Background: an optimization exercise with open tools, aiming at small area. Do not read the settings as production practice.
Where RTL was checked, it was by simulation tests only, not by an equivalence proof against the original.
Function not checked in runs 2 to 5: the RTL went through the layout flow alone.
In runs 5 to 8 the design's own scripts or RTL, not TritonCTS, make the clock network.
The clock input has no modelled driver; a real chip could not lean on it and would need a root buffer or a full tree.
Power and IR drop assume default switching activity.

## flow/design.v

```verilog
module sync_fifo(input clk,reset,we,re,input [7:0]data_in, output empty,full,output reg [7:0]data_out);
reg [7:0] mem [15:0];
reg [4:0] count;
integer i;
assign full  = count[4];
assign empty = (count == 5'd0);
wire wr = we & ~full;
wire rd = re & ~empty;
always @(posedge clk) begin
  if (wr) begin
    mem[0] <= data_in;
    for (i = 1; i < 16; i = i + 1) mem[i] <= mem[i-1];
  end
end
always @(posedge clk or posedge reset) begin
  if (reset) count <= 5'd0;
  else if (wr & ~rd) count <= count + 5'd1;
  else if (rd & ~wr) count <= count - 5'd1;
end
always @(posedge clk or posedge reset) begin
  if (reset) data_out <= 8'd0;
  else if (rd) data_out <= mem[count[3:0] - 4'd1];
end
endmodule
```

## flow/run.sh

```bash
#!/bin/bash
# synth_recipe.tcl (not shown) runs the flow's synth.tcl, then flattens the netlist and writes it again
# the make line also repeats each setting of config.mk as NAME=value (left out here)
make -C /OpenROAD-flow-scripts/flow DESIGN_CONFIG=/design/flow/config.mk WORK_HOME=/design/flow/orfs CLKGATE_MAP_FILE= SYNTH_SCRIPT=/design/flow/synth_recipe.tcl finish
```

## flow/config.mk

```make
export PLATFORM = sky130hd
export DESIGN_NAME = sync_fifo
export DESIGN_NICKNAME = sync_fifo
export VERILOG_FILES = /design/flow/design.v
export SDC_FILE = /design/flow/constraint.sdc
export NUM_CORES = 4
export LEC_CHECK = 0
export ABC_AREA = 1
export CAP_MARGIN = 20
export CORE_MARGIN = 2
export CORE_UTILIZATION = 40
export SLEW_MARGIN = 20
```

## flow/constraint.sdc

```tcl
create_clock -name core_clock -period 4.0 [get_ports {clk}]
set_input_delay 0.8000 -clock core_clock [delete_from_list [all_inputs] [get_ports {clk}]]
set_output_delay 0.8000 -clock core_clock [all_outputs]
set_load 0.01 [all_outputs]
```

==> reports/summary.txt, run 1 <==
Final setup viols: 0
top-count cell post-synth: nor2_1
crit path launch type: register
# DRC: 0
routability cong.: 0.8491
leakage power: 2.912 nW
Post-synth EDFFs: 128
initial antenna violation count: 0
CTS tree: built
post-DP HPWL: 7605 um
Syn Inst Count: 535
GRT Overall Usage: 15.95%
final non-filler cell area: 0.006917 mm2
headroom to the max-slew limit: 47.91%
I/O pins: 22
total CTS buffers: 17
first-pass GRT wire length: 18770 um
Die W: 124.9 um
vias in the first global route: 3554
Fin. Hold Viols: 0
Design Power: 5.236 mW
VDD IR-drop max: 0.6166 mV
Post-CTS Hold Buffers: 0
synth cell count leaders: nor2_1, edfxtp_1, nand2_1, inv_1, nand3_1
beginning of the worst hold path: mem[9][3]$_DFFE_PP_
row cnt: 44
mapped cell area: 0.005846 mm2
DRT antenna net count: 0
Die Y: 124.9 um
DRT Pass-1 Iters: 5
Root Buffer: clkbuf_16
Max Fclk: 313.0 MHz
H-tree depth: 4
cell area after placement: 0.006295 mm2
average wire per standard cell: 15.11 um
Core ar.: 0.01442 mm2
synth unique cells: 21
Synth Register Bits: 141
Final Max Tran Viols: 0
Final Skew: 0.007776 ns
outcome: finished clean
Worst R2R Start: count[2]$_DFFE_PP0P_
Syn Nets: 552
Worst Path Required: 4.30 ns
Tmin final: 3.195 ns
clk sinks: 141
area grow syn2layout: 18.32%
fin worst setup slack: 0.8051 ns
n_diodes: 0
Worst-path clk slew: 0.06 ns
Clock Latency Late Sink: 0.42 ns
dominant cell type by area after synthesis: edfxtp_1
Post-CTS Resized: 0
FFs w/ async S/R, synth: 9.220%
DR iter-0 viols: 434
Mean Syn Cell Area: 10.93 um2
Initial Util: 40.53%
Place WS: 0.8259 ns
Hold Path Class: reg2reg
Max clock buf depth: 2
final WL: 11570 um
worst-path fanout max: 17
Crit. Startpoint: count[2]$_DFFE_PP0P_
CP Class: reg2reg
post-synthesis sequential area ratio: 71.32%
post-synth top area share: 65.75%
number of setup buffers added after CTS: 0
placed cells: 734
total die area: 0.01560 mm2
unrepaired setup endpoints after global routing: no
CP endpoint kind: register
largest net degree at the start of global routing: 129
total grt overflow: 0
fraction of layout cells with a size suffix above 1: 7.388%
# nets final: 586
synth warn: 2
CP arrival: 3.49 ns
slew of the pin with the lowest slew margin: 0.7813 ns
Cell Pwr Density: 757.0 mW/mm2
via density per instance: 4.744
fin crit share: 79.87%
# port buffers: 21
Main synth FF type: edfxtp_1
vias: 3634
Max Cap Violations: 0
non-filler cells, final: 766
top area cells in the synthesized netlist: edfxtp_1, nor2_1, nand2_1, dfrtp_1, inv_1
[layout make-up]
type	count	area, um2
clock buffer	23	488.0
clock inverter	9	133.9
fill	1340	7507
inverter	85	319.1
multi-input combinational	302	1346
sequential	141	4169
tap	184	230.2
timing repair buffer	22	230.2
[cells in the final DEF, fill, tap and decap left out, drive strengths merged]
| cell | Yosys | routed |
|---|---|---|
| o21a | 1 | 1 |
| nand2 | 89 | 89 |
| clkinvlp | 0 | 1 |
| inv | 85 | 86 |
| clkdlybuf4s50 | 0 | 21 |
| nand4 | 10 | 10 |
| bufinv | 0 | 3 |
| ha | 4 | 4 |
| nand3b | 4 | 4 |
| nor3 | 1 | 1 |
| clkbuf | 0 | 23 |
| a21oi | 5 | 5 |
| clkinv | 0 | 4 |
| nand3 | 34 | 34 |
| fa | 1 | 1 |
| buf | 7 | 1 |
| o21ai | 6 | 6 |
| edfxtp | 128 | 128 |
| nor2 | 145 | 145 |
| dfrtp | 13 | 13 |
| xnor2 | 2 | 2 |
[registers in the layout, summed over array words and instances, names as in the netlist]
| register | flops |
|---|---|
| count | 5 |
| data_out | 8 |
| mem | 128 |
[layer usage]
layer | up-vias | GRT usage (%) | part of all wire (%)
li1 | 1802 | - | -
met1 | 1696 | 22.30 | 49
met2 | 109 | 22.57 | 43
met3 | 27 | 5.541 | 5.6
met4 | 0 | 7.059 | 2.2
met5 | - | 0 | 0
[worst max-delay path, stage by stage, from the launching register on]
cell and delay, ns:
dfrtp_1 0.53, nor2_2 0.44, nand2_2 0.21, o21ai_2 0.56, ha_1 0.30, inv_2 0.09
fa_2 0.36, a21oi_1 0.13, nor2_1 0.06, o21ai_0 0.15, nand3_1 0.11, xnor2_1 0.14
[kinds of logic (layout without fill, tap and decap cells)]
| logic type | Yosys count | in the layout | synth area share (%) |
|---|---|---|---|
| AND/OR/NAND/NOR | 283 | 283 | 19.86 |
| flip-flops | 141 | 141 | 71.32 |
| buffers and inverters | 92 | 139 | 6.186 |
| AO/OA/AOI/OAI | 12 | 12 | 1.134 |
| adder cells (fa/ha/maj) | 5 | 5 | 1.199 |
| XOR/XNOR | 2 | 2 | 0.2997 |
[power by group]
| part | internal [mW] | switching [mW] |
|---|---|---|
| sequential | 2.09 | 0.255 |
| clock | 1.05 | 0.600 |
| combinational | 0.415 | 0.830 |
| total | 3.55 | 1.69 |
[final timing paths]
kind	slack (ns)	cells after the start	to
setup / recovery	0.81	11	count[4]$_DFFE_PP0P_
min in group asynchronous	0.71	2	data_out[4]$_DFFE_PP0P_
setup reg to reg	0.81	11	count[4]$_DFFE_PP0P_
max in group asynchronous	2.96	2	data_out[6]$_DFFE_PP0P_
hold reg to reg	0.45	0	mem[10][3]$_DFFE_PP_
hold / removal	0.45	0	mem[10][3]$_DFFE_PP_
[stage by stage]
stage          hold slack [ns]  setup TNS [ns]  utilization (%)
2_1_floorplan           0.4264         -0.2320                -
3_3_place_gp            0.4275               0            43.64
3_5_place_dp            0.4323               0            43.64
4_1_cts                 0.4452               0            47.95
5_1_grt                 0.4507               0            47.95
6_report                0.4462               0            47.95
==> run 2: changes to the inputs <==
--- a/flow/design.v
+++ b/flow/design.v
@@ -17,8 +17,18 @@
   else if (wr & ~rd) count <= count + 5'd1;
   else if (rd & ~wr) count <= count - 5'd1;
 end
+wire [15:0] sel;
+genvar k;
+generate for (k = 0; k < 16; k = k + 1) begin : g
+  assign sel[k] = (count[3:0] == ((k + 1) % 16));
+end endgenerate
+reg [7:0] rdata;
+always @* begin
+  rdata = 8'd0;
+  for (i = 0; i < 16; i = i + 1) rdata = rdata | (mem[i] & {8{sel[i]}});
+end
 always @(posedge clk or posedge reset) begin
   if (reset) data_out <= 8'd0;
-  else if (rd) data_out <= mem[count[3:0] - 4'd1];
+  else if (rd) data_out <= rdata;
 end
 endmodule
--- a/flow/config.mk
+++ b/flow/config.mk
@@ -8,5 +8,8 @@
 export ABC_AREA = 1
 export CAP_MARGIN = 20
 export CORE_MARGIN = 2
-export CORE_UTILIZATION = 40
+export CORE_UTILIZATION = 60
+export CTS_BUF_LIST = sky130_fd_sc_hd__clkbuf_8
+export CTS_CLUSTER_DIAMETER = 100
+export CTS_CLUSTER_SIZE = 30
 export SLEW_MARGIN = 20
==> reports/summary.txt, run 2 <==
Final Skew: 0.006311 ns
post-synthesis sequential area ratio: 73.23%
DRT Pass-1 Iters: 5
total CTS buffers: 17
average wire per standard cell: 18.31 um
final WL: 12030 um
routability cong.: 0.8270
commonest non-fill, non-tap cells in the layout: nand2_1, edfxtp_1, nand3_1, nor2_1, clkdlybuf4s50_1
Worst Path Required: 3.20 ns
fraction of layout cells with a size suffix above 1: 8.902%
headroom to the max-slew limit: 35.50%
Max Fclk: 320.6 MHz
top area cells in the synthesized netlist: edfxtp_1, nand2_1, nand3_1, dfrtp_1, nor2_1
dominant cell type by area after synthesis: edfxtp_1
commonest non-fill, non-tap cell in the layout: nand2_1
CP endpoint kind: primary output
Post-synth EDFFs: 128
Post-CTS Resized: 0
cell area after placement: 0.006057 mm2
top-count cell post-synth: nand2_1
Mean Syn Cell Area: 11.74 um2
vias: 3691
initial antenna violation count: 0
CTS tree: built
# nets final: 532
Design Power: 4.905 mW
Core ar.: 0.009240 mm2
via density per instance: 5.618
slew of the pin with the lowest slew margin: 0.9665 ns
# DRC: 0
largest net degree at the start of global routing: 129
DRT antenna net count: 0
Final Max Tran Viols: 0
vias in the first global route: 3552
Syn Nets: 502
synth warn: 2
post-DP HPWL: 6994 um
GRT Overall Usage: 25.64%
Die Y: 101.4 um
max FFs per register: 128
row cnt: 35
VDD IR-drop max: 0.5500 mV
outcome: finished clean
Tmin final: 3.120 ns
CP Class: reg2out
total grt overflow: 0
Main synth FF type: edfxtp_1
worst-path fanout max: 33
Clock Latency Late Sink: 0.44 ns
Initial Util: 61.61%
number of setup buffers added after CTS: 0
Worst-path clk slew: 0.07 ns
n_diodes: 0
Max clock buf depth: 2
crit path launch type: register
area grow syn2layout: 13.85%
Post-CTS Hold Buffers: 0
synth cell count leaders: nand2_1, edfxtp_1, nand3_1, nor2_1
unrepaired setup endpoints after global routing: no
H-tree depth: 4
# port buffers: 21
clk sinks: 141
Cell Pwr Density: 756.8 mW/mm2
DR iter-0 viols: 368
post-synth top area share: 67.52%
Die W: 101.4 um
I/O pins: 22
fin crit share: 77.99%
Max Cap Violations: 0
Post-Route Utilization: 70.14%
Root Buffer: clkbuf_8
FFs w/ async S/R, synth: 9.220%
mapped cell area: 0.005693 mm2
Fin. Hold Viols: 0
Final setup viols: 0
first-pass GRT wire length: 18900 um
leakage power: 2.568 nW
final non-filler cell area: 0.006481 mm2
largest registers: mem (128), data_out (8), count (5)
total die area: 0.01028 mm2
CP arrival: 2.32 ns
Synth Register Bits: 141
synth unique cells: 20
Syn Inst Count: 485
Reg with most FFs: mem
Hold Path Class: reg2reg
-- run 2: changes by cell type after synthesis, sizes merged, moves of 4 or more --
cell    previous run  this run
nor2             145        74
inv               85        17
nand3             34        87
nand2             89       139
nand4             10         0
buf                7        13
nand3b             4         0
o21ai              6         2
-- run 2: report_power, final --
group / internal (mW) / total [mW] / switching [mW]
Sequential: 2.10 / 2.33 / 0.237
Clock: 0.686 / 1.21 / 0.526
Combinational: 0.422 / 1.36 / 0.936
Total: 3.21 / 4.91 / 1.70
-- run 2: metrics by stage --
stage / setup slack (ns) / instances / TNS (ns) / hold WS, ns
final: 0.8804 / 657 / 0 / 0.4460
after global routing: 0.7159 / 657 / 0 / 0.4566
after CTS: 0.8627 / 657 / 0 / 0.4507
after detailed placement: 1.228 / 625 / 0 / 0.4344
after global placement: 1.277 / 625 / 0 / 0.4308
after floorplan: -0.1617 / 485 / -0.1617 / 0.4268
-- run 2: path summary, 6_finish.rpt --
| kind | start | endpoint | slack [ns] | depth (start not counted) |
|---|---|---|---|---|
| max in group asynchronous | reset | data_out[3]$_DFFE_PP0P_ | 2.78 | 2 |
| min in group asynchronous | reset | data_out[2]$_DFFE_PP0P_ | 0.77 | 2 |
| setup / recovery | count[0]$_DFFE_PP0P_ | empty | 0.88 | 7 |
| hold / removal | mem[13][3]$_DFFE_PP_ | mem[14][3]$_DFFE_PP_ | 0.45 | 0 |
| setup reg to reg | count[0]$_DFFE_PP0P_ | count[4]$_DFFE_PP0P_ | 1.33 | 15 |
| hold reg to reg | mem[13][3]$_DFFE_PP_ | mem[14][3]$_DFFE_PP_ | 0.45 | 0 |
-- run 2: cell families after synthesis --
logic type	synth area share, %
adders and majority gates	1.231
and+or+nand+nor	22.04
AOI/OAI and AO/OA	0.6155
DFF	73.23
buffers and inverters	2.418
xor gates and xnor gates	0.4616
-- run 2: critical path, stage by stage, from the launching register on --
cell and delay (ns):
dfrtp_1 0.52, nor2_2 0.17, buf_4 0.38, inv_2 0.04
nor2_1 0.12, nand2_1 0.08, inv_1 0.06, clkdlybuf4s50_1 0.52
-- run 2: layer usage --
layer  wire [um]  track usage, %
met5           0               0
met1        5466           37.57
met4         380           11.54
met3         870           7.039
met2        5313           36.37
-- run 2: layout make-up --
type	count	area, um2
Clock buffer	18	247.7
Clock inverter	14	176.4
Fill cell	665	2759
Inverter	17	66.31
Multi-Input combinational cell	314	1415
Sequential cell	141	4169
Tap cell	129	161.4
Timing Repair Buffer	24	245.2
==> run 3: changes to the inputs <==
==> flow/flow/run.sh (new file) <==
#!/bin/bash
# Own layout flow: the standard ORFS flow, with
#  - an area-oriented ABC mapping script (ORFS's abc_area.script maps for delay),
#  - port buffers of the smallest buffer, buf_1,
#  - CTS without dummy loads and with one clock buffer type.
# Each step's full output goes to a log file in the work folder.
set -euo pipefail
W=$PWD
rm -rf "$W/scripts"
cp -r "$FLOW_HOME/scripts" "$W/scripts"
cp "$W/flow/abc_area.script" "$W/scripts/abc_area.script"
export BUFFER_PORTS_ARGS="-buffer_cell sky130_fd_sc_hd__buf_1"
export CTS_ARGS="-sink_clustering_enable -repair_clock_nets -dont_use_dummy_load -buf_list sky130_fd_sc_hd__clkbuf_8"
bash standard.sh SCRIPTS_DIR="$W/scripts" synth > "$W/synth.log" 2>&1
bash standard.sh SCRIPTS_DIR="$W/scripts" finish > "$W/finish.log" 2>&1
==> flow/flow/abc_area.script (new file) <==
strash
&get -n
&fraig -x
&put
scorr
dc2
strash
&get -n
&dch -f
&nf
&put
==> flow/standard.sh (new file) <==
#!/bin/bash
# synth_recipe.tcl (not shown) runs the flow's synth.tcl, then flattens the netlist and writes it again
# the make line also repeats each setting of config.mk as NAME=value (left out here)
make -C /OpenROAD-flow-scripts/flow DESIGN_CONFIG=/design/flow/config.mk WORK_HOME=/design/flow/orfs CLKGATE_MAP_FILE= SYNTH_SCRIPT=/design/flow/synth_recipe.tcl "${@:-finish}"
--- a/flow/config.mk
+++ b/flow/config.mk
@@ -9,7 +9,4 @@
 export CAP_MARGIN = 20
 export CORE_MARGIN = 2
 export CORE_UTILIZATION = 60
-export CTS_BUF_LIST = sky130_fd_sc_hd__clkbuf_8
-export CTS_CLUSTER_DIAMETER = 100
-export CTS_CLUSTER_SIZE = 30
 export SLEW_MARGIN = 20
removed: flow/run.sh
==> reports/summary.txt, run 3 <==
outcome: finished clean
Worst R2R Start: count[0]$_DFFE_PP0P_
DRT Pass-1 Iters: 5
vias in the first global route: 2791
post-DP HPWL: 6795 um
Slowest-stage cell, CP: or4_1
Die W: 96.54 um
Syn Inst Count: 263
Post-CTS Resized: 0
CP endpoint kind: register
Worst R2R Path Depth: 11
synth cell count leaders: edfxtp_1, a222oi_1, dfrtp_1, nand2_1, a22oi_1
dominant cell type by area after synthesis: edfxtp_1
initial antenna violation count: 0
Post-Synth Simple-Gate Area: 5.577%
Main synth FF type: edfxtp_1
Tmin final: 3.254 ns
post-synth top area share: 74.82%
Synth Area in XOR/XNOR: 0.6819%
total grt overflow: 0
Core ar.: 0.008258 mm2
Cell Pwr Density: 726.7 mW/mm2
Clock Latency Late Sink: 0.44 ns
grt peak-use layer: met1
final WL: 10980 um
top-count cell post-synth: edfxtp_1
area grow syn2layout: 11.84%
critical-path cell list: or4_1 > o21a_1 > clkinv_1 > ha_1 > clkinv_2 > fa_2 > a21o_1 > a21oi_2 > a21oi_1 > o21ai_1 > xnor2_1
fin crit share: 81.35%
fin worst setup slack: 0.7461 ns
Final Skew: 0.02597 ns
met2 Use GR: 37.33%
VDD IR-drop max: 0.3722 mV
largest net degree at the start of global routing: 73
Worst-path clk slew: 0.08 ns
CTS tree: built
global routing met1 resource utilization: 37.64%
# port buffers: 21
number of setup buffers added after CTS: 0
mapped cell area: 0.005137 mm2
DR iter-0 viols: 448
row cnt: 33
unrepaired setup endpoints after global routing: no
# DRC: 0
vias: 2937
Syn Nets: 280
slew of the pin with the lowest slew margin: 0.9825 ns
total die area: 0.009319 mm2
Worst R2R End: count[4]$_DFFE_PP0P_
Post-Synth Adder-Cell Area: 1.364%
via density per instance: 6.960
I/O pins: 22
multiplexer share of the synthesized area: 0.2192%
crit path launch type: register
internal reg-to-reg setup slack: 0.75 ns
Final setup viols: 0
CP top delay family: compound AO/OA/AOI/OAI gates
Worst Path Required: 4.35 ns
Max Fclk: 307.3 MHz
max FFs per register: 128
met3 usage: 6.672%
CP max stage delay: 0.62 ns
CP arrival: 3.60 ns
clk sinks: 141
Reg with most FFs: mem
Post-synth EDFFs: 128
Max Cap Violations: 0
total CTS buffers: 17
fraction of layout cells with a size suffix above 1: 13.25%
Initial Util: 62.21%
Place WS: 0.7491 ns
CP Class: reg2reg
commonest non-fill, non-tap cell in the layout: edfxtp_1
Synth Area in Compound Gates: 10.79%
average wire per standard cell: 26.02 um
DRT antenna net count: 0
routability cong.: 0.8032
top area cells in the synthesized netlist: edfxtp_1, dfrtp_1, a222oi_1, a22oi_1, nor4bb_1
main combinational cell family by area after synthesis: compound AO/OA/AOI/OAI gates
GRT Overall Usage: 25.77%
synth warn: 2
worst-path fanout max: 20
Root Buffer: clkbuf_8
synth unique cells: 32
first-pass GRT wire length: 16300 um
Synth Register Bits: 141
FFs w/ async S/R, synth: 9.220%
Buf+Inv Stages, Crit Path: 2
Die Y: 96.54 um
Design Power: 4.175 mW
n_diodes: 0
headroom to the max-slew limit: 33.61%
# nets final: 336
Post-CTS Hold Buffers: 0
Mean Syn Cell Area: 19.53 um2
leakage power: 1.901 nW
Fin. Hold Viols: 0
Final Max Tran Viols: 0
Hold Path Class: in2async
H-tree depth: 4
Max clock buf depth: 2
post-synthesis sequential area ratio: 81.15%
commonest non-fill, non-tap cells in the layout: edfxtp_1, a222oi_1, buf_1, clkbuf_8, buf_4
largest registers: mem (128), data_out (8), count (5)
-- run 3: changes by cell type in the layout (fill, tap and decap cells not counted), moves of 21 or more --
cell             before  now
nand2_1             139   12
nand3_1              87    5
nor2_1               68    4
a222oi_1              0   31
buf_1                 0   21
clkdlybuf4s50_1      21    0
-- run 3: through the flow --
stage	cell area [um2]	util [%]	hold slack, ns	instances	setup TNS (ns)
final	5746	69.58	0.3277	422	0
after global placement	5512	66.74	0.4296	405	0
after CTS	5746	69.58	0.3182	422	0
after detailed placement	5512	66.74	0.4312	405	0
after global routing	5746	69.58	0.3423	422	0
after floorplan	5156	-	0.4252	263	-0.7106
-- run 3: cells by family (layout without fill, tap and decap cells) --
kind of cell,after synthesis,after routing
AO/OA/AOI/OAI,64,64
XOR/XNOR,4,4
adder cells (fa/ha/maj),5,5
buffers and inverters,3,57
flip-flops,141,141
multiplexers,1,1
AND/OR/NAND/NOR,45,45
-- run 3: power breakdown --
group	internal [mW]	total (mW)	switching, mW
registers	2.09	2.38	0.294
clock network	0.374	0.823	0.449
logic	0.404	0.969	0.565
-- run 3: layout make-up --
class                           count  area [um2]
Clock buffer                       17       234.0
Sequential cell                   141        4169
Inverter                            3       12.51
Timing Repair Buffer               37       198.9
Tap cell                          105       131.4
Multi-Input combinational cell    119       999.7
Fill cell                         539        2512
-- run 3: metal layers --
layer,up-vias,part of all wire [%]
met5,-,0
met4,0,2.1
met3,23,9.5
met2,185,47
met1,1457,42
li1,1272,-
-- run 3: how the worst max path moves through the flow --
stage | end | from | slack [ns] | cells after the start
after floorplan | count[4]$_DFFE_PP0P_ | we | -0.34 | 9
after global placement | count[4]$_DFFE_PP0P_ | count[0]$_DFFE_PP0P_ | 0.82 | 11
after detailed placement | count[4]$_DFFE_PP0P_ | count[0]$_DFFE_PP0P_ | 0.75 | 11
after CTS | count[4]$_DFFE_PP0P_ | count[0]$_DFFE_PP0P_ | 0.74 | 11
after global routing | count[4]$_DFFE_PP0P_ | count[0]$_DFFE_PP0P_ | 0.57 | 11
final | count[4]$_DFFE_PP0P_ | count[0]$_DFFE_PP0P_ | 0.75 | 11
==> run 4: changes to the inputs <==
--- a/flow/design.v
+++ b/flow/design.v
@@ -3,24 +3,33 @@
 reg [4:0] count;
 integer i;
 assign full  = count[4];
-assign empty = (count == 5'd0);
+assign empty = ~|count;
 wire wr = we & ~full;
 wire rd = re & ~empty;
+wire up = wr & ~rd;
+wire dn = rd & ~wr;
 always @(posedge clk) begin
   if (wr) begin
     mem[0] <= data_in;
     for (i = 1; i < 16; i = i + 1) mem[i] <= mem[i-1];
   end
 end
+wire [4:0] t;
+assign t[0] = up | dn;
+assign t[1] = (up &  count[0])             | (dn & ~count[0]);
+assign t[2] = (up & &count[1:0])           | (dn & ~|count[1:0]);
+assign t[3] = (up & &count[2:0])           | (dn & ~|count[2:0]);
+assign t[4] = (up & &count[3:0])           | (dn & ~|count[3:0]);
 always @(posedge clk or posedge reset) begin
   if (reset) count <= 5'd0;
-  else if (wr & ~rd) count <= count + 5'd1;
-  else if (rd & ~wr) count <= count - 5'd1;
+  else count <= count ^ t;
 end
+wire [3:0] lo = {count[1:0] == 2'd3, count[1:0] == 2'd2, count[1:0] == 2'd1, count[1:0] == 2'd0};
+wire [3:0] hi = {count[3:2] == 2'd3, count[3:2] == 2'd2, count[3:2] == 2'd1, count[3:2] == 2'd0};
 wire [15:0] sel;
 genvar k;
 generate for (k = 0; k < 16; k = k + 1) begin : g
-  assign sel[k] = (count[3:0] == ((k + 1) % 16));
+  assign sel[k] = lo[(k + 1) % 4] & hi[((k + 1) % 16) / 4];
 end endgenerate
 reg [7:0] rdata;
 always @* begin
==> reports/summary.txt, run 4 <==
CP arrival: 3.20 ns
Reg with most FFs: mem
setup_tns: 0 ns
worst-path fanout max: 20
initial antenna violation count: 0
placed cells: 409
vias: 2912
Design Power: 4.066 mW
H-tree depth: 4
Syn Inst Count: 270
largest registers: mem (128), data_out (8), count (5)
DR iter-0 viols: 418
Post-Route Utilization: 69.12%
Post-CTS Hold Buffers: 0
Initial Util: 62.11%
non-filler cells, final: 426
Cell Pwr Density: 715.9 mW/mm2
Hold Path Class: in2async
DRT Pass-1 Iters: 5
post-DP HPWL: 6600 um
routability cong.: 0.8274
dominant cell type by area after synthesis: edfxtp_1
top-count cell post-synth: edfxtp_1
Mean Syn Cell Area: 18.90 um2
# port buffers: 21
max FFs per register: 128
leakage power: 1.889 nW
synth warn: 2
Clock Latency Late Sink: 0.43 ns
Core ar.: 0.008217 mm2
Synth Register Bits: 141
Tmin final: 2.939 ns
largest net degree at the start of global routing: 81
total die area: 0.009260 mm2
n_diodes: 0
vias in the first global route: 2807
headroom to the max-slew limit: 29.01%
number of setup buffers added after CTS: 0
DRT antenna net count: 0
unrepaired setup endpoints after global routing: no
# fillers: 538
Post-CTS Resized: 0
Max Fclk: 340.3 MHz
FFs w/ async S/R, synth: 9.220%
CP Class: reg2reg
VDD IR-drop max: 0.3510 mV
crit path launch type: register
post-synth top area share: 75.31%
via density per instance: 6.836
first-pass GRT wire length: 16650 um
final WL: 10950 um
Max clock buf depth: 2
area grow syn2layout: 11.28%
Fin. Hold Viols: 0
CP endpoint kind: register
post-synthesis sequential area ratio: 81.69%
Final Skew: 0.02551 ns
total CTS buffers: 17
GRT Overall Usage: 26.18%
slew of the pin with the lowest slew margin: 1.050 ns
Post-synth EDFFs: 128
commonest non-fill, non-tap cells in the layout: edfxtp_1, a222oi_1, buf_1, a22oi_1, clkbuf_8
Main synth FF type: edfxtp_1
Worst-path clk slew: 0.07 ns
Final setup viols: 0
fraction of layout cells with a size suffix above 1: 10.59%
I/O pins: 22
top area cells in the synthesized netlist: edfxtp_1, dfrtp_1, a222oi_1, a22oi_1, nand3_1
mapped cell area: 0.005104 mm2
total grt overflow: 0
CTS tree: built
# nets final: 337
Root Buffer: clkbuf_8
Die W: 96.23 um
# DRC: 0
fin crit share: 73.47%
outcome: finished clean
synth cell count leaders: edfxtp_1, a222oi_1, a22oi_1, dfrtp_1
average wire per standard cell: 25.70 um
Final Max Tran Viols: 0
commonest non-fill, non-tap cell in the layout: edfxtp_1
Die Y: 96.23 um
synth unique cells: 26
row cnt: 33
Worst Path Required: 4.26 ns
Max Cap Violations: 0
clk sinks: 141
Syn Nets: 284
[run 4: cell types whose count changed after synthesis, sizes merged, moves of 4 or more]
cell / before / now
nand3: 5 / 12
a222oi: 31 / 24
a21oi: 4 / 11
nor2: 4 / 12
a22oi: 9 / 18
nand2: 12 / 8
[run 4: final timing paths]
| path | slack, ns | endpoint | startpoint | cells past startpoint |
|---|---|---|---|---|
| max in group asynchronous | 3.33 | count[0]$_DFF_PP0_ | reset | 2 |
| worst min-delay path | 0.36 | data_out[0]$_DFFE_PP0P_ | reset | 2 |
| worst max register to register | 1.06 | count[3]$_DFF_PP0_ | count[1]$_DFF_PP0_ | 8 |
| worst min register to register | 0.45 | mem[13][1]$_DFFE_PP_ | mem[12][1]$_DFFE_PP_ | 0 |
| min in group core_clock | 0.45 | mem[13][1]$_DFFE_PP_ | mem[12][1]$_DFFE_PP_ | 0 |
| worst max-delay path | 1.06 | count[3]$_DFF_PP0_ | count[1]$_DFF_PP0_ | 8 |
[run 4: layer usage]
layer | vias to the layer above | track usage, % | share of wire, %
li1 | 1270 | - | -
met1 | 1457 | 40.08 | 43
met2 | 171 | 36.34 | 46
met3 | 14 | 7.439 | 10
met4 | 0 | 9.167 | 1.5
met5 | - | 0 | 0
[run 4: stage by stage]
| step | setup slack, ns | area [um2] | hold slack [ns] |
|---|---|---|---|
| after global placement | 1.225 | 5445 | 0.4303 |
| final | 1.061 | 5679 | 0.3565 |
| after detailed placement | 1.146 | 5445 | 0.4337 |
| after floorplan | 0.6994 | 5105 | 0.4252 |
| after global routing | 0.8343 | 5679 | 0.3665 |
| after CTS | 1.118 | 5679 | 0.3519 |
[run 4: layout make-up]
cell class              instances  area [um2]  area share (%)
clock buffers                  17       234.0           4.120
well taps                     105       131.4           2.313
multi-input cells             126       942.2           16.59
repair buffers                 34       188.9           3.327
inverters                       3       13.76          0.2423
flip-flops and latches        141        4169           73.41
[run 4: power by group]
group	switching [mW]	internal, mW	total (mW)	leakage, nW
logic	0.535	0.341	0.876	0.400
clock network	0.435	0.375	0.810	0.122
registers	0.289	2.09	2.38	1.37
total	1.26	2.81	4.07	1.89
[run 4: cell families (layout without fill, tap and decap cells)]
group | Yosys count | in the layout | share of synthesized area [%]
fa+ha+maj | 2 | 2 | 0.4902
xor+xnor | 5 | 5 | 0.8582
compound gates | 64 | 64 | 10.20
mux | 1 | 1 | 0.1961
flops | 141 | 141 | 81.69
buf+inv | 3 | 54 | 0.2206
simple gates | 54 | 54 | 6.350
[run 4: worst max-delay path: stages, from the launching register on]
cell,delay (ns)
dfrtp_1,0.58
or4_1,0.61
o21ai_0,0.18
buf_4,0.19
clkinv_1,0.42
ha_1,0.43
a21oi_1,0.14
a21oi_1,0.07
xor2_1,0.17
==> run 5: changes to the inputs <==
==> flow/flow/run.sh (replaced) <==
#!/bin/bash
# Own layout flow: the standard ORFS flow (standard.sh), with
#  - an area-oriented ABC mapping script (ORFS's abc_area.script maps for delay),
#  - port buffers of the smallest buffer, buf_1,
#  - a one-level clock tree built by flow/manual_cts.tcl in place of TritonCTS:
#    the clock port drives one root inverter, which drives CTS_NBUF leaf
#    inverters, each at the centre of a cluster of flip-flops.
# Each step's full output goes to a log file in the work folder.
set -euo pipefail
W=$PWD
rm -rf "$W/scripts"
cp -r "$FLOW_HOME/scripts" "$W/scripts"
cp "$W/flow/abc_area.script" "$W/scripts/abc_area.script"
grep -q 'log_cmd clock_tree_synthesis {\*}$cts_args' "$W/scripts/cts.tcl"
sed -i "s#log_cmd clock_tree_synthesis {\*}\$cts_args#source $W/flow/manual_cts.tcl; manual_cts_sized \$::env(CTS_NBUF) \$::env(CTS_SIZES) \$::env(CTS_ROOT) \$::env(CTS_SLEW_TARGET)#" "$W/scripts/cts.tcl"
export BUFFER_PORTS_ARGS="-buffer_cell sky130_fd_sc_hd__buf_1"
export CTS_NBUF=8
export CTS_SIZES="sky130_fd_sc_hd__inv_6 sky130_fd_sc_hd__inv_8 sky130_fd_sc_hd__inv_12 sky130_fd_sc_hd__inv_16"
export CTS_ROOT=sky130_fd_sc_hd__inv_8
export CTS_SLEW_TARGET=0.105
bash standard.sh SCRIPTS_DIR="$W/scripts" synth > "$W/synth.log" 2>&1
bash standard.sh SCRIPTS_DIR="$W/scripts" finish > "$W/finish.log" 2>&1
==> flow/flow/manual_cts.tcl (new file) <==
# Manual one-level clock tree: the clock port drives NBUF clock buffers, each
# placed at the centre of a k-means cluster of flip-flop clock pins.
proc manual_cts {nbuf bufcell {rootcell ""}} {
  set block [ord::get_db_block]
  set clknet [$block findNet clk]
  set sinks {}
  foreach it [$clknet getITerms] {
    set inst [$it getInst]
    set bb [$inst getBBox]
    lappend sinks [list $it [expr {([$bb xMin]+[$bb xMax])/2.0}] [expr {([$bb yMin]+[$bb yMax])/2.0}]]
  }
  set n [llength $sinks]
  # initial centres: sinks spread along a sort by x+y
  set sorted [lsort -real -index 1 $sinks]
  set cx {}; set cy {}
  for {set k 0} {$k < $nbuf} {incr k} {
    set s [lindex $sorted [expr {int(($k + 0.5) * $n / $nbuf)}]]
    lappend cx [lindex $s 1]; lappend cy [lindex $s 2]
  }
  # size-capped k-means
  set cap [expr {int(ceil(double($n) / $nbuf * 1.15))}]
  for {set iter 0} {$iter < 30} {incr iter} {
    # assign sinks to nearest centre with capacity, in order of distance
    set pairs {}
    set i 0
    foreach s $sinks {
      for {set k 0} {$k < $nbuf} {incr k} {
        set d [expr {abs([lindex $s 1]-[lindex $cx $k]) + abs([lindex $s 2]-[lindex $cy $k])}]
        lappend pairs [list $i $k $d]
      }
      incr i
    }
    set pairs [lsort -real -index 2 $pairs]
    array unset asg; array unset cnt
    for {set k 0} {$k < $nbuf} {incr k} {set cnt($k) 0}
    foreach p $pairs {
      lassign $p i k d
      if {[info exists asg($i)]} continue
      if {$cnt($k) >= $cap} continue
      set asg($i) $k; incr cnt($k)
    }
    set ncx {}; set ncy {}
    for {set k 0} {$k < $nbuf} {incr k} {set sx($k) 0.0; set sy($k) 0.0}
    for {set i 0} {$i < $n} {incr i} {
      set k $asg($i); set s [lindex $sinks $i]
      set sx($k) [expr {$sx($k) + [lindex $s 1]}]; set sy($k) [expr {$sy($k) + [lindex $s 2]}]
    }
    for {set k 0} {$k < $nbuf} {incr k} {
      if {$cnt($k) > 0} {
        lappend ncx [expr {$sx($k)/$cnt($k)}]; lappend ncy [expr {$sy($k)/$cnt($k)}]
      } else { lappend ncx [lindex $cx $k]; lappend ncy [lindex $cy $k] }
    }
    set cx $ncx; set cy $ncy
  }
  set master [[ord::get_db] findMaster $bufcell]
  set dbu [$block getDbUnitsPerMicron]
  set srcnet $clknet
  if {$rootcell ne ""} {
    set rmaster [[ord::get_db] findMaster $rootcell]
    set rinst [odb::dbInst_create $block $rmaster "cts_root"]
    set srcnet [odb::dbNet_create $block "cts_clk_root"]
    $srcnet setSigType CLOCK
    [$rinst findITerm A] connect $clknet
    [$rinst getFirstOutput] connect $srcnet
    set mx 0.0; set my 0.0
    for {set k 0} {$k < $nbuf} {incr k} {set mx [expr {$mx + [lindex $cx $k]}]; set my [expr {$my + [lindex $cy $k]}]}
    $rinst setLocation [expr {int($mx/$nbuf)}] [expr {int($my/$nbuf)}]
    $rinst setPlacementStatus PLACED
  }
  for {set k 0} {$k < $nbuf} {incr k} {
    set inst [odb::dbInst_create $block $master "cts_buf_$k"]
    set net [odb::dbNet_create $block "cts_clk_$k"]
    $net setSigType CLOCK
    [$inst findITerm A] connect $srcnet
    [$inst getFirstOutput] connect $net
    $inst setLocation [expr {int([lindex $cx $k])}] [expr {int([lindex $cy $k])}]
    $inst setPlacementStatus PLACED
    set bnet($k) $net
  }
  for {set i 0} {$i < $n} {incr i} {
    set it [lindex [lindex $sinks $i] 0]
    $it disconnect
    $it connect $bnet($asg($i))
  }
  $clknet setSigType CLOCK
  for {set k 0} {$k < $nbuf} {incr k} { puts "cts_buf_$k: $cnt($k) sinks" }
}

# Worst slew over flip-flop clock pins, with placement parasitics.
proc cts_worst_clk_slew {} {
  estimate_parasitics -placement
  set worst 0
  foreach pin [get_pins -hierarchical */CLK] {
    set s [get_property $pin slew_max]
    if {$s > $worst} {set worst $s}
  }
  return $worst
}

# Build the tree, then step the leaf cells up a size list until the clock-pin
# slew estimate is below the target.
proc manual_cts_sized {nbuf sizes rootcell target} {
  manual_cts $nbuf [lindex $sizes 0] $rootcell
  set_propagated_clock [all_clocks]
  set db [ord::get_db]
  set block [ord::get_db_block]
  foreach cell $sizes {
    set master [$db findMaster $cell]
    for {set k 0} {$k < $nbuf} {incr k} { [$block findInst "cts_buf_$k"] swapMaster $master }
    set w [cts_worst_clk_slew]
    puts "manual CTS: $nbuf x $cell, worst clock-pin slew $w"
    if {$w <= $target} break
  }
}
==> reports/summary.txt, run 5 <==
most used cell, CP: a21oi_1
Worst-path clk slew: 0.10 ns
slew of the pin with the lowest slew margin: 1.083 ns
DR iter-0 viols: 468
Tmin final: 2.933 ns
Worst R2R Path Depth: 8
Post-synth EDFFs: 128
Final setup viols: 0
leakage power: 1.821 nW
headroom to the max-slew limit: 27.60%
CP arrival: 3.00 ns
CP Class: reg2reg
area grow syn2layout: 8.679%
Post-CTS Resized: 0
Worst Path Required: 4.06 ns
fin crit share: 73.32%
total die area: 0.009260 mm2
GRT Overall Usage: 24.20%
cell area after placement: 0.005445 mm2
commonest non-fill, non-tap cells in the layout: edfxtp_1, a222oi_1, buf_1, a22oi_1, dfrtp_1
# fillers: 557
Buf+Inv Stages, Crit Path: 2
vias: 2855
via density per instance: 6.830
Cell Pwr Density: 685.9 mW/mm2
Design Power: 3.804 mW
fraction of layout cells with a size suffix above 1: 8.307%
I/O pins: 22
Fin. Hold Viols: 0
Max Cap Violations: 0
total grt overflow: 0
commonest non-fill, non-tap cell in the layout: edfxtp_1
worst-path fanout max: 21
Initial Util: 62.11%
Die W: 96.23 um
unrepaired setup endpoints after global routing: no
first-pass GRT wire length: 16310 um
# nets final: 329
outcome: finished clean
Core ar.: 0.008217 mm2
initial antenna violation count: 0
Max Fclk: 341.0 MHz
met2 wire length: 4851 um
Clock Latency Late Sink: 0.22 ns
max FFs per register: 128
final WL: 10660 um
Final Max Tran Viols: 0
fin worst setup slack: 1.067 ns
post-synth top area share: 75.31%
synth cell count leaders: edfxtp_1, a222oi_1, a22oi_1, dfrtp_1
Reg with most FFs: mem
top area cells in the synthesized netlist: edfxtp_1, dfrtp_1, a222oi_1, a22oi_1, nand3_1
post-DP HPWL: 6600 um
CP max stage delay: 0.61 ns
Place WS: 1.146 ns
synth unique cells: 26
hold slack: 0.4468 ns
Synth Register Bits: 141
final non-filler cell area: 0.005547 mm2
CP top delay family: flip-flops
largest registers: mem (128), data_out (8), count (5)
Slowest-stage cell, CP: dfrtp_1
CP endpoint kind: register
# port buffers: 21
routability cong.: 0.8274
Final Skew: 0.02628 ns
FFs w/ async S/R, synth: 9.220%
DRT antenna net count: 0
Die Y: 96.23 um
n_diodes: 0
top-count cell post-synth: edfxtp_1
mapped cell area: 0.005104 mm2
WL met3: 874 um
WP depth: 8
post-synthesis sequential area ratio: 81.69%
DRT Pass-1 Iters: 7
max layer used: met4
crit path launch type: register
average wire per standard cell: 25.51 um
Main synth FF type: edfxtp_1
number of setup buffers added after CTS: 0
Mean Syn Cell Area: 18.90 um2
Post-CTS Hold Buffers: 0
Syn Inst Count: 270
critical-path cell list: or4_1 > o21ai_0 > buf_4 > clkinv_1 > ha_1 > a21oi_1 > a21oi_1 > xor2_1
setup_tns: 0 ns
largest net degree at the start of global routing: 81
Worst Hold Depth: 0
synth warn: 2
vias in the first global route: 2740
Met1 Wirelength: 4735 um
dominant cell type by area after synthesis: edfxtp_1
row cnt: 33
Syn Nets: 284
# DRC: 0
VDD IR-drop max: 0.3614 mV
Hold Path Class: reg2reg
## run 5: stage by stage
stage	std cells	util (%)
final	418	67.50
after global routing	418	67.50
after CTS	418	67.50
after detailed placement	409	66.27
after global placement	409	66.27
after floorplan	270	-
## run 5: layout make-up
type	instances	area (um2)	area share (%)
repair buffers	34	188.9	3.406
flip-flops and latches	141	4169	75.16
inverters	12	115.1	2.075
well taps	105	131.4	2.369
multi-input cells	126	942.2	16.99
## run 5: logic make-up after synthesis
kind of cell	Yosys count	synth area share, %
xor gates and xnor gates	5	0.8582
DFF	141	81.69
AOI/OAI and AO/OA	64	10.20
buffers and inverters	3	0.2206
and+or+nand+nor	54	6.350
adders and majority gates	2	0.4902
muxes	1	0.1961
## run 5: power breakdown
group | switching (mW) | internal (mW) | total (mW)
Sequential | 0.289 | 2.09 | 2.38
Combinational | 0.533 | 0.341 | 0.874
Clock | 0.475 | 0.0795 | 0.555
Total | 1.30 | 2.51 | 3.80
## run 5: worst paths after layout
kind	slack, ns	startpoint	endpoint
worst max-delay path	1.07	count[0]$_DFF_PP0_	count[3]$_DFF_PP0_
worst min-delay path	0.45	mem[13][3]$_DFFE_PP_	mem[14][3]$_DFFE_PP_
max in group asynchronous	3.12	reset	count[3]$_DFF_PP0_
worst max register to register	1.07	count[0]$_DFF_PP0_	count[3]$_DFF_PP0_
min in group asynchronous	0.54	reset	count[4]$_DFF_PP0_
worst min register to register	0.45	mem[13][3]$_DFFE_PP_	mem[14][3]$_DFFE_PP_
## run 5: routing by layer
metal / track usage [%] / up-vias
li1: - / 1260
met1: 39.58 / 1430
met2: 36.17 / 147
met3: 2.271 / 18
met4: 4.762 / 0
met5: 0 / -
==> run 6: changes to the inputs <==
--- a/flow/design.v
+++ b/flow/design.v
@@ -24,7 +24,7 @@
   if (reset) count <= 5'd0;
   else count <= count ^ t;
 end
-wire [3:0] lo = {count[1:0] == 2'd3, count[1:0] == 2'd2, count[1:0] == 2'd1, count[1:0] == 2'd0};
+wire [3:0] lo = {4{rd}} & {count[1:0] == 2'd3, count[1:0] == 2'd2, count[1:0] == 2'd1, count[1:0] == 2'd0};
 wire [3:0] hi = {count[3:2] == 2'd3, count[3:2] == 2'd2, count[3:2] == 2'd1, count[3:2] == 2'd0};
 wire [15:0] sel;
 genvar k;
@@ -33,11 +33,11 @@
 end endgenerate
 reg [7:0] rdata;
 always @* begin
-  rdata = 8'd0;
+  rdata = data_out & {8{~rd}};
   for (i = 0; i < 16; i = i + 1) rdata = rdata | (mem[i] & {8{sel[i]}});
 end
 always @(posedge clk or posedge reset) begin
   if (reset) data_out <= 8'd0;
-  else if (rd) data_out <= rdata;
+  else data_out <= rdata;
 end
 endmodule
--- a/flow/config.mk
+++ b/flow/config.mk
@@ -8,5 +8,6 @@
 export ABC_AREA = 1
 export CAP_MARGIN = 20
 export CORE_MARGIN = 2
-export CORE_UTILIZATION = 60
+export CORE_UTILIZATION = 75
+export GPL_TIMING_DRIVEN = 0
 export SLEW_MARGIN = 20
==> reports/summary.txt, run 6 <==
outcome: finished clean
switching power: 1.124 mW
routability cong.: 0.8283
Final Skew: 0.03110 ns
fraction of layout cells with a size suffix above 1: 5.479%
area grow syn2layout: 6.662%
FFs w/ async S/R, synth: 9.220%
max layer used: met4
Die Y: 86.08 um
Hold Path Class: reg2reg
critical-path cell list: buf_1 > nand3b_1 > nor2_1 > a222oi_1 > and4_1 > nand3_1
Post-synth EDFFs: 128
beginning of the worst hold path: mem[10][2]$_DFFE_PP_
total grt overflow: 0
DR iter-0 viols: 485
mapped cell area: 0.005052 mm2
CP arrival: 2.70 ns
post-DP HPWL: 6249 um
commonest non-fill, non-tap cells in the layout: edfxtp_1, a222oi_1, buf_1, a22oi_1, dfrtp_1
Main synth FF type: edfxtp_1
Max Fclk: 388.0 MHz
multiplexer share of the synthesized area: 0.1981%
synth warn: 2
fin worst setup slack: 1.423 ns
Post-Synth Adder-Cell Area: 0.4953%
Worst R2R Start: count[3]$_DFF_PP0_
largest registers: mem (128), data_out (8), count (5)
cell area after placement: 0.005288 mm2
worst-path fanout max: 8
final non-filler cell area: 0.005389 mm2
switch share: 32.04%
Final Max Tran Viols: 0
# nets final: 308
setup_tns: 0 ns
Worst Path Required: 4.12 ns
Synth Area in XOR/XNOR: 0.8668%
Max Cap Violations: 0
DRT Pass-1 Iters: 6
Syn Nets: 274
GRT Overall Usage: 27.83%
Reg power frac: 66.3%
# fillers: 296
Met1 Wirelength: 3797 um
Clock Power Share: 15.4%
crit path launch type: input pin
headroom to the max-slew limit: 30.17%
n_diodes: 0
top area cells in the synthesized netlist: edfxtp_1, dfrtp_1, a222oi_1, a22oi_1, and4_1
WL met3: 1171 um
VDD IR-drop max: 0.4125 mV
Reg with most FFs: mem
first-pass GRT wire length: 15060 um
Tmin final: 2.577 ns
CP max stage delay: 0.84 ns
Worst-path clk slew: 0.10 ns
vias: 2808
commonest non-fill, non-tap cell in the layout: edfxtp_1
via density per instance: 7.610
average wire per standard cell: 27.40 um
synth unique cells: 23
DRT antenna net count: 0
Mean Syn Cell Area: 19.43 um2
main combinational cell family by area after synthesis: compound AO/OA/AOI/OAI gates
dominant cell type by area after synthesis: edfxtp_1
Slowest-stage cell, CP: nor2_1
CP endpoint kind: register
row cnt: 29
unrepaired setup endpoints after global routing: no
Final setup viols: 0
Gate power share: 18.3%
Synth Register Bits: 141
post-synthesis sequential area ratio: 82.52%
synth cell count leaders: edfxtp_1, a222oi_1, a22oi_1, dfrtp_1, nor2_1
Cell Int Power: 2.383 mW
CP Class: in2reg
Place WS: 1.345 ns
Design Power: 3.507 mW
max FFs per register: 128
largest net degree at the start of global routing: 68
Cell Pwr Density: 650.7 mW/mm2
number of setup buffers added after CTS: 0
fin crit share: 64.43%
met2 wire length: 4896 um
I/O pins: 22
top-count cell post-synth: edfxtp_1
leakage power: 1.702 nW
initial antenna violation count: 0
# port buffers: 21
hold slack: 0.4397 ns
post-synth top area share: 76.08%
Clock Latency Late Sink: 0.21 ns
Syn Inst Count: 260
Post-CTS Resized: 0
Core ar.: 0.006422 mm2
Synth Area in Compound Gates: 10.33%
vias in the first global route: 2710
# DRC: 0
Post-CTS Hold Buffers: 0
final WL: 10110 um
Post-Synth Simple-Gate Area: 5.151%
Fin. Hold Viols: 0
Initial Util: 78.67%
slew of the pin with the lowest slew margin: 1.044 ns
Crit. Startpoint: re
Die W: 86.08 um
total die area: 0.007409 mm2
-- run 6: cell types whose count changed in the layout (fill, tap and decap cells not counted), moves of 5 or more --
cell / previous run / this run
a221oi_1: 3 / 8
a21oi_1: 11 / 2
a22o_1: 3 / 8
buf_4: 12 / 1
nor4bb_1: 6 / 0
and4_1: 1 / 9
-- run 6: power groups by stage --
stage	clock network [mW]	logic [mW]	registers [mW]
3_5_place_dp	0	0.635	2.34
3_3_place_gp	0	0.574	2.34
5_1_grt	0.595	0.694	2.36
4_1_cts	0.550	0.635	2.32
6_report	0.540	0.642	2.32
2_1_floorplan	0	0.402	2.29
-- run 6: area by class of cell --
| cell class | count | area [um2] | area share, % |
|---|---|---|---|
| multi-input combinational | 113 | 880.8 | 16.35 |
| inverter | 15 | 128.9 | 2.391 |
| sequential | 141 | 4169 | 77.36 |
| tap | 77 | 96.34 | 1.788 |
| timing repair buffer | 23 | 113.9 | 2.113 |
-- run 6: per-stage QoR --
step | std cells | utilization [%]
2_1_floorplan | 260 | -
3_3_place_gp | 358 | 81.41
3_5_place_dp | 360 | 82.33
4_1_cts | 369 | 83.91
5_1_grt | 369 | 83.91
6_report | 369 | 83.91
-- run 6: worst max-delay path, delay by kind of cell --
kind / cells / cell delay [ns]
compound gates: 1 / 0.26
buf+inv: 1 / 0.24
simple gates: 4 / 1.39
-- run 6: final timing paths --
check | endpoint | slack (ns) | depth (start not counted)
setup / recovery | data_out[4]$_DFF_PP0_ | 1.42 | 6
hold / removal | mem[11][2]$_DFFE_PP_ | 0.44 | 0
setup reg to reg | count[3]$_DFF_PP0_ | 1.45 | 8
hold reg to reg | mem[11][2]$_DFFE_PP_ | 0.44 | 0
max in group asynchronous | data_out[6]$_DFF_PP0_ | 3.15 | 2
min in group asynchronous | count[4]$_DFF_PP0_ | 0.53 | 2
-- run 6: kinds of logic (layout without fill, tap and decap cells) --
logic type                 count (synthesis)  after routing
DFF                                      141            141
adders and majority gates                  2              2
xor gates and xnor gates                   5              5
muxes                                      1              1
AOI/OAI and AO/OA                         60             60
buffers and inverters                      6             38
and+or+nand+nor                           45             45
-- run 6: metal layers --
layer,vias to the layer above,track usage (%)
li1,1200,-
met1,1391,41.59
met2,193,41.79
met3,24,4.427
met4,0,12.55
met5,-,0
==> run 7: changes to the inputs <==
--- a/flow/config.mk
+++ b/flow/config.mk
@@ -8,6 +8,6 @@
 export ABC_AREA = 1
 export CAP_MARGIN = 20
 export CORE_MARGIN = 2
-export CORE_UTILIZATION = 75
+export CORE_UTILIZATION = 60
 export GPL_TIMING_DRIVEN = 0
 export SLEW_MARGIN = 20
==> reports/summary.txt, run 7 <==
switching power: 1.118 mW
routability cong.: 0.7688
Die W: 95.77 um
unrepaired setup endpoints after global routing: no
CP Class: reg2reg
Syn Nets: 274
final WL: 10190 um
post-synthesis sequential area ratio: 82.52%
synth warn: 2
beginning of the worst hold path: mem[14][1]$_DFFE_PP_
vias in the first global route: 2678
Final setup viols: 0
worst-path fanout max: 11
post-synth top area share: 76.08%
switch share: 31.95%
DRT Pass-1 Iters: 6
synth cell count leaders: edfxtp_1, a222oi_1, a22oi_1, dfrtp_1, nor2_1
number of setup buffers added after CTS: 0
Cell Pwr Density: 644.5 mW/mm2
Reg power frac: 66.1%
Worst-path clk slew: 0.10 ns
CP max stage delay: 0.61 ns
Crit. Startpoint: count[3]$_DFF_PP0_
initial antenna violation count: 0
multi-input logic area: 880.8 um2
Post-CTS Resized: 0
Die Y: 95.77 um
CP Capture Point: count[3]$_DFF_PP0_
total die area: 0.009171 mm2
Final Skew: 0.03669 ns
largest net degree at the start of global routing: 79
n_diodes: 0
Reg with most FFs: mem
Clock Latency Late Sink: 0.22 ns
largest registers: mem (128), data_out (8), count (5)
synth unique cells: 23
Fin. Hold Viols: 0
max FFs per register: 128
Synth Register Bits: 141
headroom to the max-slew limit: 35.71%
DR iter-0 viols: 409
Cell Int Power: 2.382 mW
Worst R2R Start: count[3]$_DFF_PP0_
internal reg-to-reg setup slack: 1.39 ns
CP arrival: 2.76 ns
top-count cell post-synth: edfxtp_1
commonest non-fill, non-tap cell in the layout: edfxtp_1
critical-path cell list: or4_1 > o21ai_1 > buf_4 > ha_1 > nand3_1 > a21oi_1 > xor2_1
Worst R2R Path Depth: 7
Tmin final: 2.615 ns
top area cells in the synthesized netlist: edfxtp_1, dfrtp_1, a222oi_1, a22oi_1, and4_1
row cnt: 33
# DRC: 0
Post-CTS Hold Buffers: 0
FFs w/ async S/R, synth: 9.220%
GRT Overall Usage: 23.08%
Hold Path Class: reg2reg
Final Max Tran Viols: 0
dominant cell type by area after synthesis: edfxtp_1
Core ar.: 0.008175 mm2
Clock Power Share: 15.9%
Design Power: 3.501 mW
fraction of layout cells with a size suffix above 1: 5.802%
setup_tns: 0 ns
via density per instance: 6.794
outcome: finished clean
fin crit share: 65.37%
post-DP HPWL: 6298 um
Gate power share: 18.0%
commonest non-fill, non-tap cells in the layout: edfxtp_1, a222oi_1, buf_1, a22oi_1, dfrtp_1
Initial Util: 61.80%
DRT antenna net count: 0
Mean Syn Cell Area: 19.43 um2
Worst Hold Depth: 0
Post-synth EDFFs: 128
Storage cell area: 0.004169 mm2
Worst Path Required: 4.15 ns
slew of the pin with the lowest slew margin: 0.9608 ns
leakage power: 1.707 nW
CP endpoint kind: register
Post-Route Utilization: 66.44%
total grt overflow: 0
first-pass GRT wire length: 15380 um
# nets final: 309
mapped cell area: 0.005052 mm2
# fillers: 575
VDD IR-drop max: 0.4201 mV
vias: 2704
Place WS: 1.233 ns
Max Fclk: 382.4 MHz
Slowest-stage cell, CP: or4_1
Worst R2R End: count[3]$_DFF_PP0_
# port buffers: 21
Max Cap Violations: 0
Syn Inst Count: 260
area grow syn2layout: 7.504%
crit path launch type: register
fin worst setup slack: 1.385 ns
average wire per standard cell: 25.59 um
I/O pins: 22
hold slack: 0.4473 ns
Main synth FF type: edfxtp_1
[run 7: cell types whose count changed in the layout (fill, tap and decap cells not counted), sizes merged]
| cell | change |
|---|---|
| buf | +1 |
[run 7: worst max-delay path, delay by kind of cell (launching register included)]
| family | cells | cell delay (ns) |
|---|---|---|
| buf+inv | 1 | 0.27 |
| flops | 1 | 0.52 |
| compound gates | 2 | 0.65 |
| xor+xnor | 1 | 0.16 |
| fa+ha+maj | 1 | 0.19 |
| simple gates | 2 | 0.74 |
[run 7: final cells by class]
cell class                 count  area share [%]
multi-input combinational    113           16.22
sequential                   141           76.76
tap                          105           2.419
timing repair buffer          24           2.235
inverter                      15           2.373
[run 7: layer usage]
metal | routed length, um | track usage, % | up-vias
li1 | - | - | 1201
met1 | 4294 | 35.62 | 1354
met2 | 4824 | 36.95 | 133
met3 | 859 | 2.819 | 16
met4 | 206 | 3.571 | 0
met5 | 0 | 0 | -
[run 7: power by group through the flow]
stage                     clock network [mW]  logic (mW)  registers (mW)
after floorplan                            0       0.402            2.29
after global placement                     0       0.588            2.35
after detailed placement                   0       0.631            2.34
after CTS                              0.578       0.637            2.31
after global routing                   0.622       0.699            2.35
final                                  0.557       0.630            2.31
[run 7: cells by family after synthesis]
kind of cell / count (synthesis) / share of synthesized area, %
flip-flops: 141 / 82.52
AO/OA/AOI/OAI: 60 / 10.33
AND/OR/NAND/NOR: 45 / 5.151
buffers and inverters: 6 / 0.4457
XOR/XNOR: 5 / 0.8669
adder cells (fa/ha/maj): 2 / 0.4952
multiplexers: 1 / 0.1981
[run 7: worst min path at each step]
stage                     slack (ns)                   end
after global placement          0.43   mem[9][4]$_DFFE_PP_
after floorplan                 0.43  mem[11][3]$_DFFE_PP_
final                           0.45  mem[15][1]$_DFFE_PP_
after global routing            0.45  mem[13][6]$_DFFE_PP_
after CTS                       0.45  mem[13][6]$_DFFE_PP_
after detailed placement        0.44  mem[15][3]$_DFFE_PP_
[run 7: metrics by stage]
stage | cell area [um2] | instances
floorplan | 5054 | 260
global placement | 5264 | 386
detailed placement | 5330 | 389
CTS | 5431 | 398
global route | 5431 | 398
finish | 5431 | 398
==> run 8: changes to the inputs <==
--- a/flow/design.v
+++ b/flow/design.v
@@ -24,20 +24,29 @@
   if (reset) count <= 5'd0;
   else count <= count ^ t;
 end
-wire [3:0] lo = {4{rd}} & {count[1:0] == 2'd3, count[1:0] == 2'd2, count[1:0] == 2'd1, count[1:0] == 2'd0};
-wire [3:0] hi = {count[3:2] == 2'd3, count[3:2] == 2'd2, count[3:2] == 2'd1, count[3:2] == 2'd0};
+wire [3:0] lo_n, hi_n;
+genvar k;
+generate for (k = 0; k < 4; k = k + 1) begin : pd
+  assign lo_n[k] = ~(rd & (count[1:0] == k));
+  assign hi_n[k] = ~(count[3:2] == k);
+end endgenerate
 wire [15:0] sel;
-genvar k;
 generate for (k = 0; k < 16; k = k + 1) begin : g
-  assign sel[k] = lo[(k + 1) % 4] & hi[((k + 1) % 16) / 4];
+  assign sel[k] = ~(lo_n[(k + 1) % 4] | hi_n[((k + 1) % 16) / 4]);
 end endgenerate
-reg [7:0] rdata;
+wire hold = ~rd;
+reg [7:0] next_out;
 always @* begin
-  rdata = data_out & {8{~rd}};
-  for (i = 0; i < 16; i = i + 1) rdata = rdata | (mem[i] & {8{sel[i]}});
+  for (i = 0; i < 8; i = i + 1)
+    next_out[i] = ~(~((mem[0][i] & sel[0]) | (mem[1][i] & sel[1]) | (mem[2][i] & sel[2])) &
+                    ~((mem[3][i] & sel[3]) | (mem[4][i] & sel[4]) | (mem[5][i] & sel[5])) &
+                    ~((mem[6][i] & sel[6]) | (mem[7][i] & sel[7]) | (mem[8][i] & sel[8]))) |
+                  ~(~((mem[9][i] & sel[9]) | (mem[10][i] & sel[10]) | (mem[11][i] & sel[11])) &
+                    ~((mem[12][i] & sel[12]) | (mem[13][i] & sel[13]) | (mem[14][i] & sel[14])) &
+                    ~((mem[15][i] & sel[15]) | (data_out[i] & hold)));
 end
 always @(posedge clk or posedge reset) begin
   if (reset) data_out <= 8'd0;
-  else data_out <= rdata;
+  else data_out <= next_out;
 end
 endmodule
--- a/flow/flow/run.sh
+++ b/flow/flow/run.sh
@@ -1,6 +1,7 @@
 #!/bin/bash
 # Own layout flow: the standard ORFS flow (standard.sh), with
-#  - an area-oriented ABC mapping script (ORFS's abc_area.script maps for delay),
+#  - an area-oriented ABC mapping script that keeps the RTL's logic structure
+#    (ORFS's abc_area.script maps for delay),
 #  - port buffers of the smallest buffer, buf_1,
 #  - a one-level clock tree built by flow/manual_cts.tcl in place of TritonCTS:
 #    the clock port drives one root inverter, which drives CTS_NBUF leaf
==> flow/flow/abc_area.script (replaced) <==
strash
&get -n
&nf -R 1000
&put
--- a/flow/config.mk
+++ b/flow/config.mk
@@ -8,6 +8,6 @@
 export ABC_AREA = 1
 export CAP_MARGIN = 20
 export CORE_MARGIN = 2
-export CORE_UTILIZATION = 60
+export CORE_UTILIZATION = 75
 export GPL_TIMING_DRIVEN = 0
 export SLEW_MARGIN = 20
==> reports/summary.txt, run 8 <==
I/O pins: 22
synth cell count leaders: edfxtp_1, a222oi_1, nor2_1, dfrtp_1, nand2_1
first-pass GRT wire length: 12570 um
Max Fclk: 310.9 MHz
unrepaired setup endpoints after global routing: no
via density per instance: 7.161
final non-filler cell area: 0.005291 mm2
Tmin final: 3.217 ns
Worst Path Required: 4.06 ns
post-synth top area share: 77.15%
FFs w/ async S/R, synth: 9.220%
commonest non-fill, non-tap cell in the layout: edfxtp_1
Initial Util: 78.02%
# nets final: 299
Post-synth EDFFs: 128
Final Max Tran Viols: 0
Fin. Hold Viols: 0
CP Class: reg2reg
Cell Pwr Density: 648.8 mW/mm2
Synth Register Bits: 141
largest net degree at the start of global routing: 97
total grt overflow: 0
Clock Power Share: 15.5%
fin worst setup slack: 0.7835 ns
slew of the pin with the lowest slew margin: 0.9654 ns
cell area after placement: 0.005190 mm2
Die W: 85.51 um
Syn Inst Count: 252
switching power: 1.061 mW
Max Cap Violations: 0
outcome: finished clean
Final Skew: 0.01222 ns
Reg power frac: 67.3%
fin crit share: 80.41%
Place WS: 0.8103 ns
# DRC: 0
switch share: 30.91%
VDD IR-drop max: 0.6486 mV
headroom to the max-slew limit: 35.15%
DR iter-0 viols: 305
met2 wire length: 4019 um
Met1 Wirelength: 3387 um
Post-CTS Resized: 0
Crit. Startpoint: count[2]$_DFF_PP0_
dominant cell type by area after synthesis: edfxtp_1
synth unique cells: 19
average wire per standard cell: 22.25 um
worst-path fanout max: 12
max FFs per register: 128
largest registers: mem (128), data_out (8), count (5)
Worst R2R Start: count[2]$_DFF_PP0_
total die area: 0.007311 mm2
vias in the first global route: 2439
CP arrival: 3.28 ns
number of setup buffers added after CTS: 0
WL met3: 506 um
Hold Path Class: reg2reg
DRT antenna net count: 0
Clock Latency Late Sink: 0.20 ns
Post-CTS Hold Buffers: 0
final WL: 8010 um
CP endpoint kind: register
max layer used: met4
# port buffers: 21
commonest non-fill, non-tap cells in the layout: edfxtp_1, a222oi_1, buf_1, nor2_1, dfrtp_1
vias: 2578
leakage power: 1.715 nW
beginning of the worst hold path: mem[3][6]$_DFFE_PP_
DRT Pass-1 Iters: 5
top area cells in the synthesized netlist: edfxtp_1, a222oi_1, dfrtp_1, a221oi_1, nand4_1
synth warn: 2
Gate power share: 17.2%
crit path launch type: register
area grow syn2layout: 6.203%
Design Power: 3.433 mW
Syn Nets: 266
hold slack: 0.4452 ns
# fillers: 302
Core ar.: 0.006386 mm2
Cell Int Power: 2.372 mW
Worst-path clk slew: 0.09 ns
top-count cell post-synth: edfxtp_1
n_diodes: 0
Main synth FF type: edfxtp_1
setup_tns: 0 ns
Die Y: 85.51 um
row cnt: 29
mapped cell area: 0.004982 mm2
routability cong.: 0.8008
post-DP HPWL: 5540 um
post-synthesis sequential area ratio: 83.68%
Final setup viols: 0
fraction of layout cells with a size suffix above 1: 3.887%
Mean Syn Cell Area: 19.77 um2
Reg with most FFs: mem
GRT Overall Usage: 21.92%
initial antenna violation count: 0
## run 8: area by class of cell
type / instances / area, um2 / area share, %
repair buffers: 22 / 106.4 / 2.010
well taps: 77 / 96.34 / 1.821
multi-input cells: 107 / 798.3 / 15.09
flip-flops and latches: 141 / 4169 / 78.79
inverters: 13 / 121.4 / 2.294
## run 8: metrics by stage
step,std cells,util [%]
floorplan,252,-
global placement,350,80.78
detailed placement,351,81.27
CTS,360,82.86
global route,360,82.86
finish,360,82.86
## run 8: logic make-up after synthesis
logic type / count (synthesis) / synth area share [%]
AO/OA/AOI/OAI: 52 / 9.970
buffers and inverters: 4 / 0.3013
flip-flops: 141 / 83.68
XOR/XNOR: 5 / 0.8789
multiplexers: 1 / 0.2009
AND/OR/NAND/NOR: 47 / 4.470
adder cells (fa/ha/maj): 2 / 0.5022
## run 8: final timing paths
check,slack [ns],to,depth (start not counted)
worst max register to register,0.78,data_out[7]$_DFF_PP0_,10
worst min register to register,0.45,mem[4][6]$_DFFE_PP_,0
worst max-delay path,0.78,data_out[7]$_DFF_PP0_,10
max in group asynchronous,3.20,data_out[2]$_DFF_PP0_,2
min in group asynchronous,0.52,data_out[7]$_DFF_PP0_,2
worst min-delay path,0.45,mem[4][6]$_DFFE_PP_,0
## run 8: per-layer routing
layer | up-vias | global-route usage (%)
met1 | 1293 | 34.53
met5 | - | 0
met4 | 0 | 3.896
li1 | 1172 | -
met2 | 107 | 35.16
met3 | 6 | 2.502
## run 8: critical path: stages (launching register included)
cell and delay (ns):
dfrtp_1 0.52, nor2_1 0.14, nand2_1 0.09, o21ai_1 0.65, clkinv_1 0.30, nand2_1 0.25, nor2_1 0.18, a222oi_1 0.38
nand2_1 0.09, a221oi_1 0.32, nand4_1 0.15
## run 8: power by group through the flow
stage / Combinational (mW) / Clock, mW / Sequential (mW)
floorplan: 0.391 / 0 / 2.29
global placement: 0.548 / 0 / 2.33
detailed placement: 0.597 / 0 / 2.34
CTS: 0.597 / 0.551 / 2.31
global route: 0.650 / 0.598 / 2.35
finish: 0.590 / 0.533 / 2.31

==> re-timing with driven ports <==
How much do the figures lean on ideal ports? The routed layouts below were timed once more, with nothing changed but the port constraints.
Step 1 sets driving cells, clkbuf_16 on the clock port and buf_2 on the other inputs (assumed; they add their load-dependent delay and slew).
Step 2, shift: input delay + t, output delay - t, t = (earliest + latest rising clock arrival at the registers) / 2. This alone moves slack from input paths to output paths.
a / b / c = ideal / step 1 / step 2; a / b = the first two.
run	shift t [ns]	setup WS [ns]	latest minus earliest clock arrival (ns)	pins driven straight from the clock port
run 1	0.458	0.805 / 0.805 / 0.805	0.008 / 0.007	1
run 2	0.467	0.880 / 0.847 / 1.219	0.007 / 0.007	1
run 3	0.458	0.746 / 0.746 / 0.746	0.027 / 0.027	1
run 4	0.447	1.061 / 1.061 / 1.061	0.031 / 0.031	1
run 5	0.254	1.067 / 1.067 / 1.067	0.027 / 0.027	1
run 6	0.246	1.423 / 1.445 / 1.199	0.032 / 0.032	1
run 7	0.251	1.385 / 1.385 / 1.224	0.037 / 0.037	1
run 8	0.244	0.783 / 0.783 / 0.783	0.017 / 0.018	1
After both steps every run listed still meets setup and hold. For run 6, which loses most, drivers alone change the setup slack by +0.022 ns; drivers and shift together by -0.224 ns.
